This design comes from an exercise in tuning for small area, a short achievable clock period and few clock cycles on the open sky130 flow, not from production work. In this exercise RTL edits were held to simulation tests only and were not proved equivalent to the original. The clock port is modelled as an ideal driver, which makes a skipped or thinned clock tree look cheaper than it is; a real chip needs a root buffer or a tree. Power is estimated from default activity; no workload was simulated.

===== flow/config.mk =====
export PLATFORM = sky130hd
export DESIGN_NAME = lcd_ctrl
export DESIGN_NICKNAME = lcd_ctrl
export VERILOG_FILES = /design/flow/design.v
export SDC_FILE = /design/flow/constraint.sdc
export NUM_CORES = 4
export LEC_CHECK = 0
export ABC_CLOCK_PERIOD_IN_PS = 2000
export CAP_MARGIN = 20
export CORE_MARGIN = 2
export CORE_UTILIZATION = 60
export CTS_CLUSTER_DIAMETER = 100
export CTS_CLUSTER_SIZE = 30
export SETUP_SLACK_MARGIN = 2.72
export SLEW_MARGIN = 20

===== flow/constraint.sdc =====
create_clock -name core_clock -period 4.5 [get_ports {clk}]
set_input_delay 0.9000 -clock core_clock [delete_from_list [all_inputs] [get_ports {clk}]]
set_output_delay 0.9000 -clock core_clock [all_outputs]
set_load 0.01 [all_outputs]

===== flow/design.v =====
module lcd_ctrl(clk, reset, datain, cmd, cmd_valid, dataout, output_valid, busy);
input           clk;
input           reset;
input   [7:0]   datain;
input   [2:0]   cmd;
input           cmd_valid;
output reg [7:0]   dataout;
output reg         output_valid;
output reg         busy;
localparam REFLASH     = 3'd0;
localparam LOAD_DATA   = 3'd1;
localparam SHIFT_RIGHT = 3'd2;
localparam SHIFT_LEFT  = 3'd3;
localparam SHIFT_UP    = 3'd4;
localparam SHIFT_DOWN  = 3'd5;
reg [7:0] ring [0:35];
reg       loading;       
reg       mv_r;          
reg       mr, ml, mu, md;  
reg [1:0] wa;            
reg [1:0] wb1, wb0;      
reg [1:0] row, col;      
reg       active;        
reg [1:0] jr, jc;        
reg [1:0] ra, rb;        
reg       pend;          
reg       lpend;         
reg       rdy;           
wire accept  = cmd_valid & rdy;
wire is_load = accept & (cmd == LOAD_DATA);
function [1:0] g(input [1:0] v);        
    g = v ^ (v >> 1);
endfunction
function [1:0] inc4(input [1:0] x);      
    inc4 = {x[0], ~x[1]};
endfunction
function [1:0] dec4(input [1:0] x);      
    dec4 = {~x[0], x[1]};
endfunction
function [1:0] inc3(input [1:0] x);      
    inc3 = {x[0], ~(x[1] | x[0])};
endfunction
function [1:0] dec3(input [1:0] x);      
    dec3 = {~(x[1] | x[0]), x[1]};
endfunction
wire acc_mv = accept & (cmd != LOAD_DATA);
wire mr_n = acc_mv & (cmd == SHIFT_RIGHT) & (col != g(2'd3));
wire ml_n = acc_mv & (cmd == SHIFT_LEFT)  & (col != g(2'd0));
wire mu_n = acc_mv & (cmd == SHIFT_UP)    & (row != g(2'd0));
wire md_n = acc_mv & (cmd == SHIFT_DOWN)  & (row != g(2'd3));
wire mv_n = mu | md;      
wire m0   = ~(mr | ml | mu | md);
wire       b0z = (wb0 == 2'd0);
wire [1:0] wb1_dec = dec3(wb1);
wire [1:0] wb1_inc = inc3(wb1);
wire [1:0] na  = ({2{m0}} & dec4(wa)) | ({2{mr}} & wa) |
                 ({2{ml}} & ~wa) | ({2{mv_n}} & inc4(wa));
wire [1:0] nb0 = ({2{mr}} & wb0) | ({2{ml}} & inc3(wb0)) |
                 ({2{~(mr | ml)}} & dec3(wb0));
wire [1:0] nb1 = ({2{m0}} & (b0z ? wb1_dec : wb1)) |
                 ({2{mr}} & wb1) |
                 ({2{ml}} & ((wb0 == 2'd2) ? wb1 : wb1_dec)) |
                 ({2{mu}} & (b0z ? wb1 : wb1_inc)) |
                 ({2{md}} & (b0z ? wb1_inc : wb1_dec));
wire [1:0] wa_n  = is_load ? g(2'd2) : na;
wire [1:0] wb1_n = is_load ? 2'd1 : nb1;
wire [1:0] wb0_n = is_load ? 2'd2 : nb0;
wire last    = active & (jr == 2'd2) & (jc == 2'd2);
wire free    = ~active | last;
wire aligned = mr ? (wb0 == 2'd0) : ml ? (wb0 == 2'd2) : (wb0 == 2'd1);
wire ld_rdy  = lpend & (wa == g(2'd0)) & (wb1 == 2'd0) & (wb0 == 2'd1);
wire ld_end  = (wa == g(2'd3)) & (wb1 == 2'd2) & (wb0 == 2'd0);
wire start   = free & (ld_rdy | ((pend | mv_r) & aligned));
wire       nxt_row = (jc == 2'd2);
wire [1:0] jr_c = nxt_row ? inc3(jr) : jr;
wire [1:0] jc_c = inc3(jc);
wire [1:0] ra_c = nxt_row ? dec4(ra) : ra;        
wire [1:0] rb_c = nxt_row ? inc3(rb) : rb;        
wire t8_c  = (ra_c == g(2'd0)) & (rb_c == 2'd2);
wire t9_c  = (ra_c == g(2'd3)) & (rb_c == 2'd0);
wire t10_c = (ra_c == g(2'd2)) & (rb_c == 2'd1);
wire unsafe_go = ((jr_c != 2'd2) & (jc_c != 2'd2) & t10_c) |
                 ((jr_c == 2'd0) & (jc_c != 2'd2) & t8_c) |
                 ((jr_c == 2'd0) & t9_c);
wire [1:0] pb1 = b0z ? wb1_dec : wb1;
wire unsafe_start = mv_r |
                    ((wa == g(2'd1)) & (pb1 == 2'd2)) |
                    ((wa == g(2'd0)) & (pb1 == 2'd0)) |
                    ((wa == g(2'd3)) & (pb1 == 2'd1));
wire pend_n    = (pend | mv_r) & ~start;
wire lpend_n   = is_load | (lpend & ~ld_rdy);
wire loading_n = is_load | (loading & ~ld_end);
wire busy_n    = accept | loading_n | pend_n | lpend_n |
                 (start ? unsafe_start : (active & ~last & unsafe_go));
always @(posedge clk or posedge reset) begin
    if (reset) begin
        active       <= 1'b0;
        pend         <= 1'b0;
        lpend        <= 1'b0;
        loading      <= 1'b0;
        mv_r         <= 1'b0;
        busy         <= 1'b0;
        rdy          <= 1'b1;
        output_valid <= 1'b0;
    end else begin
        active       <= start | (active & ~last);
        pend         <= pend_n;
        lpend        <= lpend_n;
        loading      <= loading_n;
        mv_r         <= acc_mv;
        busy         <= busy_n;
        rdy          <= ~busy_n;
        output_valid <= active;
    end
end
reg [7:0] rdata;
integer t;
always @(*) begin
    rdata = 8'd0;
    for (t = 0; t < 12; t = t + 1)
        if (ra == g((3 * t) % 4) && rb == (t % 3))
            rdata = rdata | ring[3 * t];
end
always @(posedge clk) begin
    mr    <= mr_n;
    ml    <= ml_n;
    mu    <= mu_n;
    md    <= md_n;
    wa    <= wa_n;
    wb1   <= wb1_n;
    wb0   <= wb0_n;
    dataout <= rdata;
    if (start) begin
        jr <= 2'd0;
        jc <= 2'd0;
        ra <= na;
        rb <= nb1;
    end else begin
        jr <= jr_c;
        jc <= jc_c;
        ra <= ra_c;
        rb <= rb_c;
    end
    if (is_load) begin
        row <= g(2'd2);
        col <= g(2'd2);
    end else begin
        if (mr) col <= inc4(col);
        if (ml) col <= dec4(col);
        if (mu) row <= dec4(row);
        if (md) row <= inc4(row);
    end
end
integer i;
always @(posedge clk) begin
    for (i = 0; i < 35; i = i + 1)
        ring[i] <= ring[i + 1];
    ring[35] <= loading ? datain : ring[0];
end
endmodule

===== flow/flow/run.sh =====
#!/bin/bash
# The standard layout (the standard.sh: standard synthesis, floorplan,
# placement, CTS, routing), with these changes:
#  - port buffers are buf_2 cells instead of the default delay-buffer choice;
#  - CTS clusters sinks 30 at a time within 100 um and adds no dummy loads;
#  - after CTS, the middle level of the clock tree is removed and the root
#    buffer is split in three, each driving a third of the leaf clock
#    buffers from the middle of them (flatten_clock.tcl).
# Each tool's output goes to its own log in this folder.
set -euo pipefail
export BUFFER_PORTS_ARGS="-buffer_cell sky130_fd_sc_hd__buf_2"
export CTS_ARGS="-sink_clustering_enable -repair_clock_nets -sink_clustering_size 30 -sink_clustering_max_diameter 100 -dont_use_dummy_load"
bash standard.sh cts > standard_cts.log 2>&1
CTS_ODB=$PWD/orfs/results/sky130hd/lcd_ctrl/base/4_cts.odb \
  openroad -no_init -exit flow/flatten_clock.tcl > flatten_clock.log 2>&1
bash standard.sh > standard.log 2>&1

===== flow/flow/flatten_clock.tcl =====
# Reshape the clock tree that CTS built, keeping every register at the same
# depth (port -> root buffer -> leaf buffer -> register):
#  1. every clock buffer that is driven by the root clock buffer (the one the
#     clock port drives) and drives only clock buffers is taken out, and its
#     loads are driven by the root buffer directly;
#  2. the root buffer's loads are split in three groups by their direction
#     from the middle of them, two more root buffers (same cell) drive two of
#     the groups, and each root buffer is moved to the middle of its group;
#     the clock port then drives the three root buffers.  Detailed placement
#     legalizes the moved and added cells.
read_db $::env(CTS_ODB)
set block [ord::get_db_block]
proc is_clkbuf {inst} {
  return [string match "sky130_fd_sc_hd__clkbuf_*" [[$inst getMaster] getName]]
}

# 1. remove the middle level
set removed 0
foreach inst [$block getInsts] {
  if {![is_clkbuf $inst]} { continue }
  set a [$inst findITerm A]
  set x [$inst findITerm X]
  set in [$a getNet]
  set out [$x getNet]
  if {$in == "NULL" || $out == "NULL"} { continue }
  set drv ""
  foreach it [$in getITerms] {
    if {[$it isOutputSignal]} { set drv [$it getInst] }
  }
  if {$drv == "" || ![is_clkbuf $drv]} { continue }
  set dnet [[$drv findITerm A] getNet]
  if {$dnet == "NULL" || [llength [$dnet getBTerms]] == 0} { continue }
  set ok 1
  foreach it [$out getITerms] {
    if {$it != $x && ![is_clkbuf [$it getInst]]} { set ok 0 }
  }
  if {!$ok} { continue }
  puts "bypass [$inst getName]: loads of [$out getName] move to [$in getName]"
  foreach it [$out getITerms] {
    if {$it != $x} {
      $it disconnect
      $it connect $in
    }
  }
  $a disconnect
  $x disconnect
  odb::dbInst_destroy $inst
  odb::dbNet_destroy $out
  incr removed
}
puts "removed $removed clock buffers"

# 2. split the root
set nroots 3
set root ""
foreach inst [$block getInsts] {
  if {![is_clkbuf $inst]} { continue }
  set n [[$inst findITerm A] getNet]
  if {$n != "NULL" && [llength [$n getBTerms]] > 0} { set root $inst }
}
if {$root == ""} { error "no root clock buffer found" }
set rx [$root findITerm X]
set rnet [$rx getNet]
set pnet [[$root findITerm A] getNet]
set loads {}
foreach it [$rnet getITerms] {
  if {$it != $rx} {
    set b [[$it getInst] getBBox]
    lappend loads [list [expr {([$b xMin] + [$b xMax]) / 2}] [expr {([$b yMin] + [$b yMax]) / 2}] $it]
  }
}
set n [llength $loads]
puts "root [$root getName] drives $n loads"
if {$n >= 2 * $nroots} {
  set cx 0
  set cy 0
  foreach e $loads {
    incr cx [lindex $e 0]
    incr cy [lindex $e 1]
  }
  set cx [expr {$cx / $n}]
  set cy [expr {$cy / $n}]
  set byangle {}
  foreach e $loads {
    lappend byangle [list [expr {atan2([lindex $e 1] - $cy, [lindex $e 0] - $cx)}] $e]
  }
  set byangle [lsort -real -index 0 $byangle]
  set roots [list $root]
  for {set k 1} {$k < $nroots} {incr k} {
    set nb [odb::dbInst_create $block [$root getMaster] clkbuf_0_${k}_clk]
    set nn [odb::dbNet_create $block clknet_0_${k}_clk]
    $nn setSigType CLOCK
    [$nb findITerm A] connect $pnet
    [$nb findITerm X] connect $nn
    lappend roots $nb
  }
  for {set k 0} {$k < $nroots} {incr k} {
    set lo [expr {$k * $n / $nroots}]
    set hi [expr {($k + 1) * $n / $nroots - 1}]
    set r [lindex $roots $k]
    set net [[$r findITerm X] getNet]
    set sx 0
    set sy 0
    set c 0
    foreach a [lrange $byangle $lo $hi] {
      set e [lindex $a 1]
      incr sx [lindex $e 0]
      incr sy [lindex $e 1]
      incr c
      if {$k > 0} {
        set it [lindex $e 2]
        $it disconnect
        $it connect $net
      }
    }
    set m [$r getMaster]
    set x [expr {$sx / $c - [$m getWidth] / 2}]
    set y [expr {$sy / $c - [$m getHeight] / 2}]
    $r setLocation $x $y
    $r setPlacementStatus PLACED
    puts "[$r getName] drives $c loads from ($x, $y)"
  }
  detailed_placement
  check_placement -verbose
}
write_db $::env(CTS_ODB)

===== flow/standard.sh =====
#!/bin/bash
# synth_recipe.tcl (not shown) runs the flow's synth.tcl, then flattens the netlist and writes it again
# the make line also repeats each setting of config.mk as NAME=value (left out here)
make -C /OpenROAD-flow-scripts/flow DESIGN_CONFIG=/design/flow/config.mk WORK_HOME=/design/flow/orfs CLKGATE_MAP_FILE= SYNTH_SCRIPT=/design/flow/synth_recipe.tcl "${@:-finish}"

==> results of run 1 <==
worst paths after layout:
path | slack [ps] | cells past startpoint | end
max | 2770 | 6 | ra[1]
min | 330 | 0 | ring[16][6]
max reg2reg | 2770 | 6 | ra[1]
min reg2reg | 330 | 0 | ring[16][6]
max in group asynchronous | 3700 | 2 | rdy
min in group asynchronous | 520 | 2 | mv_r
critical path, stage by stage, from the launching register on:
cell      delay (ps)
dfxtp_2          420
or3b_1           440
a211oi_4         280
o31a_1           220
buf_4            160
nand2_1           60
o21ai_0           80
repair_timing:
| item | in CTS | in global routing |
|---|---|---|
| pin swaps | 1 | 2 |
| buffers inserted | 2 | 5 |
| resized for setup | 31 | 14 |
| setup endpoints to repair | 30 | 29 |
power by group through the flow:
| stage | sequential, W | combinational (W) | clock [W] |
|---|---|---|---|
| finish | 0.00354 | 0.00126 | 0.00132 |
| global route | 0.00358 | 0.00138 | 0.00146 |
| CTS | 0.00353 | 0.00120 | 0.00137 |
| detailed placement | 0.00356 | 0.00114 | 0 |
| global placement | 0.00355 | 0.00111 | 0 |
| floorplan | 0.00338 | 0.000970 | 0 |
layout by cell type (no fill, tap or decap), types with 3 or more instances in the layout:
master | Yosys | final
a21oi_1 | 6 | 6
a222oi_1 | 8 | 8
a22o_1 | 16 | 16
a22oi_1 | 20 | 20
a2bb2oi_1 | 8 | 8
a31oi_1 | 3 | 3
and3_1 | 8 | 8
buf_2 | 11 | 15
buf_4 | 1 | 9
buf_6 | 2 | 8
clkbuf_16 | 0 | 14
dfrtp_1 | 7 | 7
dfxtp_1 | 318 | 302
dfxtp_2 | 0 | 12
dfxtp_4 | 0 | 4
inv_1 | 5 | 5
mux2_2 | 27 | 27
mux2i_1 | 3 | 3
nand2_1 | 31 | 31
nand2b_1 | 9 | 9
nand3_1 | 4 | 3
nor2_1 | 20 | 16
nor2_2 | 1 | 4
nor2b_1 | 7 | 5
nor3_1 | 7 | 7
o211ai_1 | 8 | 8
o21ai_0 | 14 | 13
xor2_1 | 3 | 3
cell families after synthesis:
family | synth area share (%)
compound gates | 9.32
flops | 78.1
mux | 3.97
simple gates | 6.43
buf+inv | 1.82
xor+xnor | 0.313
synthesized netlist by cell type (all sizes together), types with 8 or more instances:
library cell,n,share of area [%]
a22oi,20,1.8
o211ai,8,0.71
a22o,16,1.7
a222oi,8,0.95
clkbuf,11,0.49
and3,8,0.60
a2bb2oi,8,0.83
nand2b,9,0.67
nand2,31,1.4
o21ai,15,0.94
mux2,27,3.6
nor2,21,0.97
dfxtp,318,76
buf,16,1.1
metal layers:
metal	up-vias	wire, µm
li1	2089	-
met1	2057	6990
met2	72	6560
met3	17	490
met4	0	191
met5	-	0
area by class of cell:
| cell class | count | area (µm²) |
|---|---|---|
| inverter | 5 | 18.8 |
| sequential | 326 | 6600 |
| clock buffer | 12 | 300 |
| timing repair buffer | 33 | 253 |
| multi-input combinational | 237 | 1730 |
| tap | 180 | 225 |
| fill | 1061 | 4590 |
| buffer | 2 | 50.0 |
stage by stage:
| stage | worst slack, ps | instances | hold slack, ps | cell area (µm²) |
|---|---|---|---|---|
| global route | 2680 | 795 | 336 | 9180 |
| CTS | 2620 | 790 | 334 | 9100 |
| global placement | 2260 | 774 | 310 | 8630 |
| detailed placement | 2110 | 774 | 312 | 8630 |
| finish | 2770 | 795 | 327 | 9180 |
| floorplan | 2740 | 595 | 310 | 8400 |
==> flow_metrics.py, run 1 <==
metrics = {
    "status": {
        "status": "no timing/DRC/antenna violations",
    },
    "clocking": {
        "clk_latency_ps": 320,
        "numClockSinks": 326,
        "ctsHoldBuffers": 0,
        "clkTransAtPathRegs_ps": 100,
    },
    "setup_path": {
        "crit_type": "reg2reg",
        "cp_max_fo": 16,
        "worstPathArrival_ps": 1970,
        "rr_startpoint": "ml",
        "endpoint_kind": "register",
        "worstSetupStartpointType": "register",
        "crit_start": "ml",
        "required_ps": 4730,
    },
    "routing": {
        "totalWireLength_um": 14200,
        "first_iter_violations": 313,
        "wl_per_cell_um": 17.9,
        "dr.pass1.iters": 5,
        "routed_via_density": 5.33,
        "drc": 0,
        "vias": 4235,
        "postRouteAntennaNets": 0,
    },
    "global_routing": {
        "grt_pass1_vias": 4280,
        "use_met3_pct": 3.62,
        "use_met2_pct": 32.0,
        "grt-busiest-layer": "met2",
        "overflow": 0,
        "grt.total_usage_pct": 20.1,
        "grt_pass1_wl_um": 22800,
        "grt_antenna_before_repair": 0,
        "use_met1_pct": 28.8,
        "grt_max_degree": 31,
    },
    "layout": {
        "final_layout_size_suffix_gt1_share_pct": 17.7,
        "largest_reg_flops": 288,
        "largestRegisters": "ring (288), dataout (8)",
        "fin_util_pct": 66.6,
        "regMostFlops": "ring",
        "syn2layout_area_growth_pct": 9.22,
        "num_antenna_cells": 0,
        "nNetsFinal": 631,
    },
    "die": {
        "core_area_um2": 13800,
        "start_util_pct": 61.0,
        "pin_count": 24,
        "die_w_um": 122,
        "die_y_um": 122,
        "dieArea_um2": 15000,
        "rows": 43,
    },
    "pwr": {
        "p_comb_share_pct": 20.6,
        "power.total_w": 0.00611,
        "clockPowerShare_pct": 21.5,
        "intPower_w": 0.00442,
        "p_leak_nw": 3.73,
        "pwr-share-seq_pct": 57.8,
        "p_per_area_nw_per_um2": 666,
        "switching_share_pct": 27.7,
        "peakVddDrop_mv": 0.382,
        "switching_power_w": 0.00169,
    },
    "synthesis": {
        "ys.warnings.count": 2,
        "synth_cells": 595,
        "ys.flop_type": "dfxtp_1",
        "syn_area_per_cell_um2": 14.1,
        "ys_seq_area_share_pct": 78.1,
        "synth_edf_count": 0,
        "ys_types": 55,
        "syn_nets": 609,
        "netlist_area_um2": 8400,
        "synth.ff_latch_count": 326,
        "synthArstFlopShare_pct": 2.45,
    },
    "timing": {
        "tns_ps": 0,
        "setup_viol": 0,
        "period_minus_slack_ps": 1730,
        "fmax_mhz": 578,
        "tightest_slew_ps": 754,
        "clock_skew_ps": 18.8,
        "relSlewSlack_pct": 49.8,
        "finalCritPeriodShare_pct": 38.5,
        "hold_viol": 0,
        "slew_violations": 0,
        "rsz0062_at_grt": "true",
    },
    "placement": {
        "portBuffers": 23,
        "finalWeightedCongestion": 0.792,
        "hpwl_um": 9060,
    },
    "job": {
        "max-cap-violations": 0,
    },
    "hold_path": {
        "min_path_type": "reg2reg",
        "holdCritStartpoint": "ring[17][6]",
    },
}
Testbench counts, summed over its fixed seeds: cycles 148,377.
==> run 2, diff against run 1 <==
--- a/flow/config.mk
+++ b/flow/config.mk
@@ -13,3 +13,3 @@
 export CTS_CLUSTER_SIZE = 30
-export SETUP_SLACK_MARGIN = 2.72
+export SETUP_SLACK_MARGIN = 2.82
 export SLEW_MARGIN = 20
==> flow_metrics.py, run 2 <==
metrics = {
    "synthesis": {
        "ys_types": 55,
        "synth_edf_count": 0,
        "synth_top_cells_by_area": "dfxtp_1 76%, mux2_2 3.6%, dfrtp_1 2.1%",
        "ys.flop_type": "dfxtp_1",
        "ys.warnings.count": 2,
        "syn_nets": 609,
        "synth.ff_latch_count": 326,
        "ys_top_cells_by_count": "318 x dfxtp_1, 31 x nand2_1, 27 x mux2_2, 20 x a22oi_1, 20 x nor2_1",
        "yosysMostFrequentCell": "dfxtp_1",
        "synth_top_area_share_pct": 75.7,
        "synthArstFlopShare_pct": 2.45,
        "ys_seq_area_share_pct": 78.1,
        "synth_cells": 595,
        "syn_area_per_cell_um2": 14.1,
        "synth_top_area_cell": "dfxtp_1",
        "netlist_area_um2": 8400,
    },
    "placement": {
        "finalWeightedCongestion": 0.823,
        "dpl_cell_area_um2": 8640,
        "portBuffers": 23,
        "hpwl_um": 9220,
    },
    "setup_path": {
        "slowest_delay_ps": 380,
        "endpoint_kind": "output pin",
        "crit_type": "reg2out",
        "cp_slowest_cell": "dfxtp_2",
        "crit_family": "flip-flops",
        "cp_cell_sequence": "buf_6",
        "worstPathArrival_ps": 820,
        "worstSetupStartpointType": "register",
        "cp_max_fo": 1,
        "cp_num_buf_inv": 1,
        "required_ps": 3600,
    },
    "die": {
        "pin_count": 24,
        "die_w_um": 122,
        "start_util_pct": 61.0,
        "rows": 43,
        "core_area_um2": 13800,
        "die_y_um": 122,
        "dieArea_um2": 15000,
    },
    "layout": {
        "largestRegisters": "ring (288), dataout (8)",
        "largest_reg_flops": 288,
        "regMostFlops": "ring",
        "syn2layout_area_growth_pct": 11.1,
        "nNetsFinal": 643,
        "final_cell_mix": "301 x dfxtp_1, 31 x nand2_1, 27 x mux2_2",
        "final_layout_size_suffix_gt1_share_pct": 20.1,
        "layout_commonest_cell": "dfxtp_1",
        "num_antenna_cells": 0,
        "fin_area_um2": 9340,
    },
    "job": {
        "max-cap-violations": 0,
    },
    "timing": {
        "clock_skew_ps": 23.1,
        "hold-worst-slack_ps": 316,
        "period_minus_slack_ps": 1720,
        "relSlewSlack_pct": 49.2,
        "rsz0062_at_grt": "true",
        "slew_violations": 0,
        "setup_viol": 0,
        "hold_viol": 0,
        "fmax_mhz": 583,
        "finalCritPeriodShare_pct": 38.1,
        "tns_ps": 0,
        "tightest_slew_ps": 762,
    },
    "routing": {
        "wl_met3_um": 365,
        "drc": 0,
        "highest_layer": "met4",
        "first_iter_violations": 272,
        "wl_per_cell_um": 17.9,
        "routed_via_density": 5.24,
        "postRouteAntennaNets": 0,
        "vias": 4226,
        "drt-met1-wl_um": 7460,
        "met2_length_um": 6440,
        "dr.pass1.iters": 4,
        "totalWireLength_um": 14400,
    },
    "pwr": {
        "p_per_area_nw_per_um2": 668,
        "peakVddDrop_mv": 0.332,
        "p_leak_nw": 3.81,
    },
    "global_routing": {
        "overflow": 0,
        "grt.total_usage_pct": 19.7,
        "grt_pass1_vias": 3993,
        "grt_max_degree": 31,
        "grt_antenna_before_repair": 0,
        "grt_pass1_wl_um": 22100,
    },
    "clocking": {
        "clkTransAtPathRegs_ps": 110,
        "numClockSinks": 326,
        "clk_latency_ps": 330,
    },
    "hold_path": {
        "min_path_type": "reg2reg",
    },
    "status": {
        "status": "no timing/DRC/antenna violations",
    },
}
-- run 2: through the flow --
| stage | power, W | instances | utilization, % | setup WS, ps |
|---|---|---|---|---|
| after global routing | 0.00655 | 807 | 67.8 | 2700 |
| after CTS | 0.00613 | 792 | 66.3 | 2610 |
| after floorplan | 0.00435 | 595 | - | 2840 |
| final | 0.00624 | 807 | 67.8 | 2780 |
| after detailed placement | 0.00467 | 774 | 62.7 | 2230 |
| after global placement | 0.00465 | 774 | 62.7 | 2380 |
-- run 2: kinds of logic (layout without fill, tap and decap cells) --
kind of cell              count (synthesis)  in the layout  synth area share, %
AOI/OAI and AO/OA                       100            100                 9.32
xor gates and xnor gates                  3              3                0.313
DFF                                     326            326                 78.1
and+or+nand+nor                         104            104                 6.43
muxes                                    30             30                 3.97
buffers and inverters                    32             64                 1.82
-- run 2: per-layer routing --
layer / GRT usage, % / up-vias
li1: - / 2115
met1: 29.8 / 2051
met2: 29.3 / 46
met3: 3.95 / 14
met4: 4.74 / 0
met5: 0 / -
-- run 2: layout make-up --
class / count / area (µm²)
flip-flops and latches: 326 / 6600
multi-input cells: 237 / 1750
inverters: 5 / 18.8
fillers: 1038 / 4430
well taps: 180 / 225
repair buffers: 45 / 390
clock buffers: 12 / 300
plain buffers: 2 / 50.0
-- run 2: repair_timing --
item | 4_1_cts | 5_1_grt
cloned | 0 | 1
pin swaps | 3 | 4
resized for setup | 38 | 17
hold buffers | 0 | 0
endpoints found under the setup margin | 31 | 32
buffers inserted | 4 | 14
-- run 2: path summary, 6_finish.rpt --
check | to | slack (ps) | cells past startpoint | start
max | dataout[3] | 2780 | 1 | dataout[3]
min | ring[4][0] | 320 | 0 | ring[5][0]
max reg2reg | rdy | 2840 | 5 | wb0[1]
min reg2reg | ring[4][0] | 320 | 0 | ring[5][0]
max in group asynchronous | rdy | 3700 | 2 | reset
min in group asynchronous | output_valid | 520 | 2 | reset
-- run 2: where the power goes --
| part | switching [W] | total (W) | leakage (nW) | internal, W |
|---|---|---|---|---|
| sequential | 0.000295 | 0.00352 | 2.78 | 0.00323 |
| combinational | 0.000660 | 0.00138 | 0.862 | 0.000724 |
| clock | 0.000762 | 0.00133 | 0.173 | 0.000566 |
==> run 3, diff against run 2 <==
--- a/flow/config.mk
+++ b/flow/config.mk
@@ -13,3 +13,3 @@
 export CTS_CLUSTER_SIZE = 30
-export SETUP_SLACK_MARGIN = 2.82
+export SETUP_SLACK_MARGIN = 2.76
 export SLEW_MARGIN = 20
==> flow_metrics.py, run 3 <==
metrics = {
    "synthesis": {
        "ys_types": 55,
        "synthArstFlopShare_pct": 2.45,
        "syn_area_per_cell_um2": 14.1,
        "ys.flop_type": "dfxtp_1",
        "yosysMostFrequentCell": "dfxtp_1",
        "synth.ff_latch_count": 326,
        "ys_top_cells_by_count": "318 x dfxtp_1, 31 x nand2_1, 27 x mux2_2, 20 x a22oi_1, 20 x nor2_1",
        "synth_top_cells_by_area": "dfxtp_1 76%, mux2_2 3.6%, dfrtp_1 2.1%",
        "syn_nets": 609,
        "ys_seq_area_share_pct": 78.1,
        "ys.warnings.count": 2,
        "synth_cells": 595,
        "netlist_area_um2": 8400,
        "synth_top_area_share_pct": 75.7,
        "synth_top_area_cell": "dfxtp_1",
        "synth_edf_count": 0,
    },
    "global_routing": {
        "grt_pass1_vias": 4022,
        "overflow": 0,
        "grt_antenna_before_repair": 0,
        "grt_pass1_wl_um": 22100,
        "grt_max_degree": 31,
        "grt.total_usage_pct": 19.7,
    },
    "die": {
        "dieArea_um2": 15000,
        "die_w_um": 122,
        "start_util_pct": 61.0,
        "core_area_um2": 13800,
        "pin_count": 24,
        "rows": 43,
        "die_y_um": 122,
    },
    "pwr": {
        "switching_power_w": 0.00169,
        "switching_share_pct": 27.6,
        "p_leak_nw": 3.77,
        "p_comb_share_pct": 20.9,
        "clockPowerShare_pct": 21.7,
        "intPower_w": 0.00444,
        "peakVddDrop_mv": 0.334,
        "pwr-share-seq_pct": 57.5,
        "p_per_area_nw_per_um2": 665,
    },
    "setup_path": {
        "cp_slowest_cell": "dfxtp_2",
        "required_ps": 3600,
        "cp_cell_sequence": "buf_6",
        "worstSetupStartpointType": "register",
        "worstPathArrival_ps": 810,
        "cp_max_fo": 1,
        "endpoint_kind": "output pin",
        "crit_type": "reg2out",
        "crit_family": "flip-flops",
        "r2r_setup_slack_ps": 2850,
        "cp_num_buf_inv": 1,
        "slowest_delay_ps": 380,
    },
    "layout": {
        "nNetsFinal": 637,
        "syn2layout_area_growth_pct": 9.81,
        "largestRegisters": "ring (288), dataout (8)",
        "fin_cells": 801,
        "regMostFlops": "ring",
        "layout_commonest_cell": "dfxtp_1",
        "largest_reg_flops": 288,
        "final_layout_size_suffix_gt1_share_pct": 18.5,
        "num_antenna_cells": 0,
        "final_cell_mix": "302 x dfxtp_1, 31 x nand2_1, 27 x mux2_2",
        "fin_area_um2": 9230,
        "fill_cells": 1049,
    },
    "routing": {
        "dr.pass1.iters": 4,
        "routed_via_density": 5.24,
        "postRouteAntennaNets": 0,
        "drc": 0,
        "wl_per_cell_um": 17.9,
        "vias": 4198,
        "totalWireLength_um": 14400,
        "first_iter_violations": 256,
    },
    "timing": {
        "tightest_slew_ps": 761,
        "hold_viol": 0,
        "setup_slack_ps": 2790,
        "tns_ps": 0,
        "fmax_mhz": 583,
        "slew_violations": 0,
        "clock_skew_ps": 21.1,
        "rsz0062_at_grt": "true",
        "hold-worst-slack_ps": 320,
        "setup_viol": 0,
        "period_minus_slack_ps": 1710,
        "finalCritPeriodShare_pct": 38.1,
        "relSlewSlack_pct": 49.3,
    },
    "placement": {
        "hpwl_um": 9220,
        "portBuffers": 23,
        "finalWeightedCongestion": 0.823,
        "dpl_cell_area_um2": 8640,
        "place_inst": 774,
        "post-place-ws_ps": 2230,
    },
    "clocking": {
        "clkTransAtPathRegs_ps": 110,
        "clk_latency_ps": 330,
        "numClockSinks": 326,
    },
    "job": {
        "max-cap-violations": 0,
    },
    "status": {
        "status": "no timing/DRC/antenna violations",
    },
    "hold_path": {
        "min_path_type": "reg2reg",
    },
}
[run 3: changes by cell type in the layout (fill, tap and decap cells not counted), moves of 2 or more]
cell    delta
buf_12     -2
nor2_1     +3
buf_4      -2
buf_6      -4
nor2_2     -3
buf_2      +2
[run 3: cell families (layout without fill, tap and decap cells)]
kind of cell / count (synthesis) / count (layout) / synth area share [%]
mux: 30 / 30 / 3.97
compound gates: 100 / 100 / 9.32
simple gates: 104 / 104 / 6.43
flops: 326 / 326 / 78.1
buf+inv: 32 / 58 / 1.82
xor+xnor: 3 / 3 / 0.313
[run 3: routing by layer]
metal  vias to the layer above  routed length (µm)  track usage [%]
met5                         -                   0                0
li1                       2098                   -                -
met4                         0                 204             4.67
met3                        18                 518             3.95
met2                        79                6320             29.7
met1                      2003                7320             29.6
[run 3: final timing paths]
path,endpoint,cells past startpoint,startpoint
worst max-delay path,dataout[3],1,dataout[3]
worst min-delay path,ring[4][0],0,ring[5][0]
worst max register to register,rb[0],6,wb0[0]
worst min register to register,ring[4][0],0,ring[5][0]
max in group asynchronous,rdy,2,reset
min in group asynchronous,output_valid,2,reset
[run 3: cell type report]
| type | instances | area, µm² | area share, % |
|---|---|---|---|
| inverter | 5 | 18.8 | 0.203 |
| timing repair buffer | 39 | 300 | 3.25 |
| buffer | 2 | 50.0 | 0.542 |
| sequential | 326 | 6600 | 71.5 |
| multi-input combinational | 237 | 1730 | 18.8 |
| clock buffer | 12 | 300 | 3.25 |
| tap | 180 | 225 | 2.44 |
[run 3: power groups by stage]
stage / registers [W] / clock network [W] / logic [W]
2_1_floorplan: 0.00338 / 0 / 0.000970
3_3_place_gp: 0.00354 / 0 / 0.00110
3_5_place_dp: 0.00355 / 0 / 0.00112
4_1_cts: 0.00352 / 0.00139 / 0.00119
5_1_grt: 0.00356 / 0.00147 / 0.00141
6_report: 0.00352 / 0.00133 / 0.00128
[run 3: metrics by stage]
stage / power [W] / util [%]
global route: 0.00645 / 67.0
detailed placement: 0.00467 / 62.7
floorplan: 0.00435 / -
finish: 0.00613 / 67.0
CTS: 0.00610 / 66.0
global placement: 0.00465 / 62.7
[run 3: timing repair]
| action | CTS | global route |
|---|---|---|
| gates resized for setup | 30 | 14 |
| pin swaps | 1 | 4 |
| setup endpoints to repair | 31 | 23 |
| endpoints found under the hold margin | 0 | 0 |
| cloned | 0 | 1 |
| hold buffers | 0 | 0 |
| buffers inserted | 2 | 10 |

## afterwards: timing with drivers on the ports
No port has a modelled driver above. Below, the same layouts with a new extraction and two added sets of constraints.
Step 1, drivers: a clkbuf_16 drives clk and a buf_2 each remaining input, both assumed.
Step 2 moves the port delays by t, midway between the first and last clock arrival at a register: inputs arrive t later, outputs are due t later. That takes back most of the time a late clock gives input paths.
Three values: ideal, step 1, step 2; two values: the first two.
run | t, ns | slack for setup (ns) | latest minus earliest clock arrival (ns) | worst data-port slew with drivers (ns)
run 1 | 0.379 | 2.769 / 2.731 / 2.490 | 0.020 / 0.020 | 0.03
run 2 | 0.386 | 2.784 / 2.713 / 2.593 | 0.025 / 0.025 | 0.03
run 3 | 0.387 | 2.785 / 2.715 / 2.589 | 0.024 / 0.024 | 0.03
After both steps every run listed still meets setup and hold. The setup slack of run 1, which loses most, moves by -0.038 ns with the drivers and by -0.279 ns with both steps.
